Context: an optimization exercise on an open-source flow, tuned for small area, a short achievable clock period and few clock cycles per item. The choices shown serve that exercise and are no tape-out recipe.
Where RTL was checked, it was by simulation tests only, not by an equivalence proof against the original.

## v24
// fm_3d_ru_outline_setup
module fm_3d_ru_outline_setup (
    clk_core,
    rst_x,
    i_aa_en,
    i_valid,
    o_ack,
    i_vtx0_x,
    i_vtx0_y,
    i_vtx1_x,
    i_vtx1_y,
    i_vtx2_x,
    i_vtx2_y,
    o_valid,
    o_is_first,
    o_is_second,
    o_aa_mode,
    o_idle,
    o_start_x_e0,
    o_start_x_05_e0,
    o_start_y_e0,
    o_end_y_e0,
    o_delta_e0,
    o_delta_t_e0,
    o_delta_a_e0,
    o_start_x_e1,
    o_start_x_05_e1,
    o_start_y_e1,
    o_end_y_e1,
    o_delta_e1,
    o_delta_t_e1,
    o_delta_a_e1,
    o_start_x_e2,
    o_start_x_05_e2,
    o_start_y_e2,
    o_end_y_e2,
    o_delta_e2,
    o_delta_t_e2,
    o_delta_a_e2,
    i_ack
);
Size in the first run: roughly 6,300 cells after synthesis, roughly 1,000 flip-flops, about 61,000 sq um of cells after synthesis.
clock: 10.0 ns
lec_check: 0
abc_area: 1
cap_margin: 20
core_margin: 2
core_utilization: 40
cts_buf_list: sky130_fd_sc_hd__clkbuf_4 sky130_fd_sc_hd__clkbuf_8
place_density: 0.5
setup_slack_margin: 5
slew_margin: 20
standard.sh (not shown) runs the stock make flow with config.mk's settings and CLKGATE_MAP_FILE= SYNTH_SCRIPT=/design/flow/synth_recipe.tcl, a recipe that flattens the netlist after the stock synthesis.
==> flow/flow/run.sh <==
#!/bin/bash
# The standard layout (standard.sh: the standard flow's own synthesis and ORFS steps),
# with plain buf_1 cells as the port buffers instead of the delay buffers
# buffer_ports picks by default. Every port still gets its own buffer.
set -euo pipefail
export BUFFER_PORTS_ARGS="-buffer_cell sky130_fd_sc_hd__buf_1"
bash standard.sh > standard.log 2>&1
Testbench counts of v24, summed over its fixed seeds: cycles 14,475, triangles 4,800.
The inputs of v19 differ from those of v24 as listed below.
- PLACE_DENSITY now 0.6, was 0.5
Via density per instance (higher): v19
Diff v24 -> v19: global-route met2 utilization shows an increase of 0.54 points, final worst slack shows an increase of 0.10 ns.
The part of the cycle the worst path needs number comes out higher for v24 vs v19.
What v33 does differently from v19 at the input level:
- removing CTS_BUF_LIST (formerly sky130_fd_sc_hd__clkbuf_4 sky130_fd_sc_hd__clkbuf_8)
==> summary.txt <==
v33 -> v19: combined global-route utilization of all metal layers flat
Die area: v19 vs v33 identical
| area taken by multi-input logic gates | v19 vs v33 | ≈ equal |
Compared with v19, placement density in the core of v33 is higher.
v33: wire length on met3 lower than v19
[inputs] v39 vs v33
- setting TNS_END_PERCENT to 10 for the first time
- setting CTS_BUF_LIST to sky130_fd_sc_hd__clkbuf_4 sky130_fd_sc_hd__clkbuf_8 for the first time
--- outcome ---
v39 has completed all stages; timing, DRC and antenna checks passed. In the metrics for v39 and v33, the one carrying the higher global-route usage is v33. Going from v33 to v39, final core utilization shrinks by 1.1 points. Relative to v33, the length in cells of the worst reg-to-reg path measured on v39 has decreased by a few percent. For the total detailed-routing wirelength, v39 came in 2.3% lower than v33 did. In the flow results for v39 and v33, the sequential share of layout area is larger on v39. Layout-stage area growth over the synthesis result ended up 2.7 points lower on v39 than on v33.
Modified inputs, v1 compared to v39
- TNS_END_PERCENT: 10 -> unset
- SETUP_SLACK_MARGIN: 5 -> 4.4
Findings:
v39 has a higher layout overhead on the synthesized area than v1.
v39 → v1: register share of the cell area about even, global-route wire length before repair rose about 1.2%, clock latency reported for the late side of the worst-skew pair rose 0.03 ns, largest incremental delay on the critical path fell 0.03 ns, wire length on met3 fell about 2.8%.
[compare] base=v39 new=v1: minimum hold slack has increased, final cell utilization of the core has remained practically unchanged.
Any difference in area of placed instances between v39 and v1 is small enough to ignore.

---

## run A
Another version of the RTL of fm_3d_ru_outline_setup (not shown whole).
For scale: roughly 6000 cells after synthesis.
clock: 10.0 ns
lec_check: 0
abc_area: 1
cap_margin: 20
core_margin: 2
core_utilization: 40
place_density: 0.6
setup_slack_margin: 5
slew_margin: 20
run.sh (not shown) runs the stock make flow with config.mk's settings and CLKGATE_MAP_FILE= SYNTH_SCRIPT=/design/flow/synth_recipe.tcl, a recipe that flattens the netlist after the stock synthesis.
Stock flow here: none of the scripts above is used.
The inputs of run B differ from those of run A as listed below.
- clearing ABC_AREA, which used to be 1
- swapping 5 for 4 in SETUP_SLACK_MARGIN
## What came out
Run B went all the way through synthesis, placement and routing and the layout is clean on timing, DRC and antenna.
The higher post-synthesis area per instance of run A and run B is in run B.
Diff run A -> run B | area of the die | up slightly
Delta (run B minus run A): fmax lost about 7%, sequential-to-total area share from yosys stat lost 0.75 points.
On number of antenna violations at the first check in global routing: run B sits above run A.
Run B vs run A on register-to-register slack: run B is the lower one.
On worst-case setup margin in the final layout: between run A and run B, it ends up lower for run B.
For run C, these inputs were changed with respect to run B:
- an added ABC_CLOCK_PERIOD_IN_PS of 4000
- a change of SETUP_SLACK_MARGIN from 4 to 5
--- outcome ---
Cell area reported after detailed placement delta (run C -> run B): insignificant. Compared with run B, run C shows via count of the first global-routing pass that has gone up by a few percent. Sort run B and run C by design area, descending, and run C comes first. Row setup slack: run C higher / run B lower.
No run of this note included a check of the RTL's function; only the layout flow was run.

afterwards: timing with drivers on the ports:
In the flow no input, the clock included, has a driving cell. The finished layouts below were timed again as built, in two steps. Step 1 assumes that a clkbuf_16 drives the clock port and a buf_2 every other input. Step 2, shift: input delay + t, output delay - t, t = (earliest + latest rising clock arrival at the registers) / 2. This alone moves slack from input paths to output paths. a / b / c = no drivers / after step 1 / after step 2; a / b = the first two.
| run | t, ns | setup WS [ns] | cell pins on the clock port's net |
|---|---|---|---|
| v24 | 0.984 | 4.469 / 4.469 / 4.455 | 1 |
| v19 | 0.959 | 4.571 / 4.571 / 4.461 | 1 |
| v33 | 0.803 | 4.466 / 4.466 / 4.466 | 1 |
| v39 | 0.962 | 4.403 / 4.403 / 4.196 | 1 |
| v1 | 0.979 | 4.466 / 4.466 / 3.931 | 1 |
| run A | 0.806 | 4.427 / 4.427 / 4.307 | 1 |
| run B | 0.806 | 4.018 / 4.018 / 3.543 | 1 |
| run C | 0.799 | 4.033 / 4.033 / 3.635 | 1 |
After both steps setup and hold are still met in every run listed. The setup slack of v1, which loses most, moves by 0.000 ns with the drivers and by -0.535 ns with both steps.
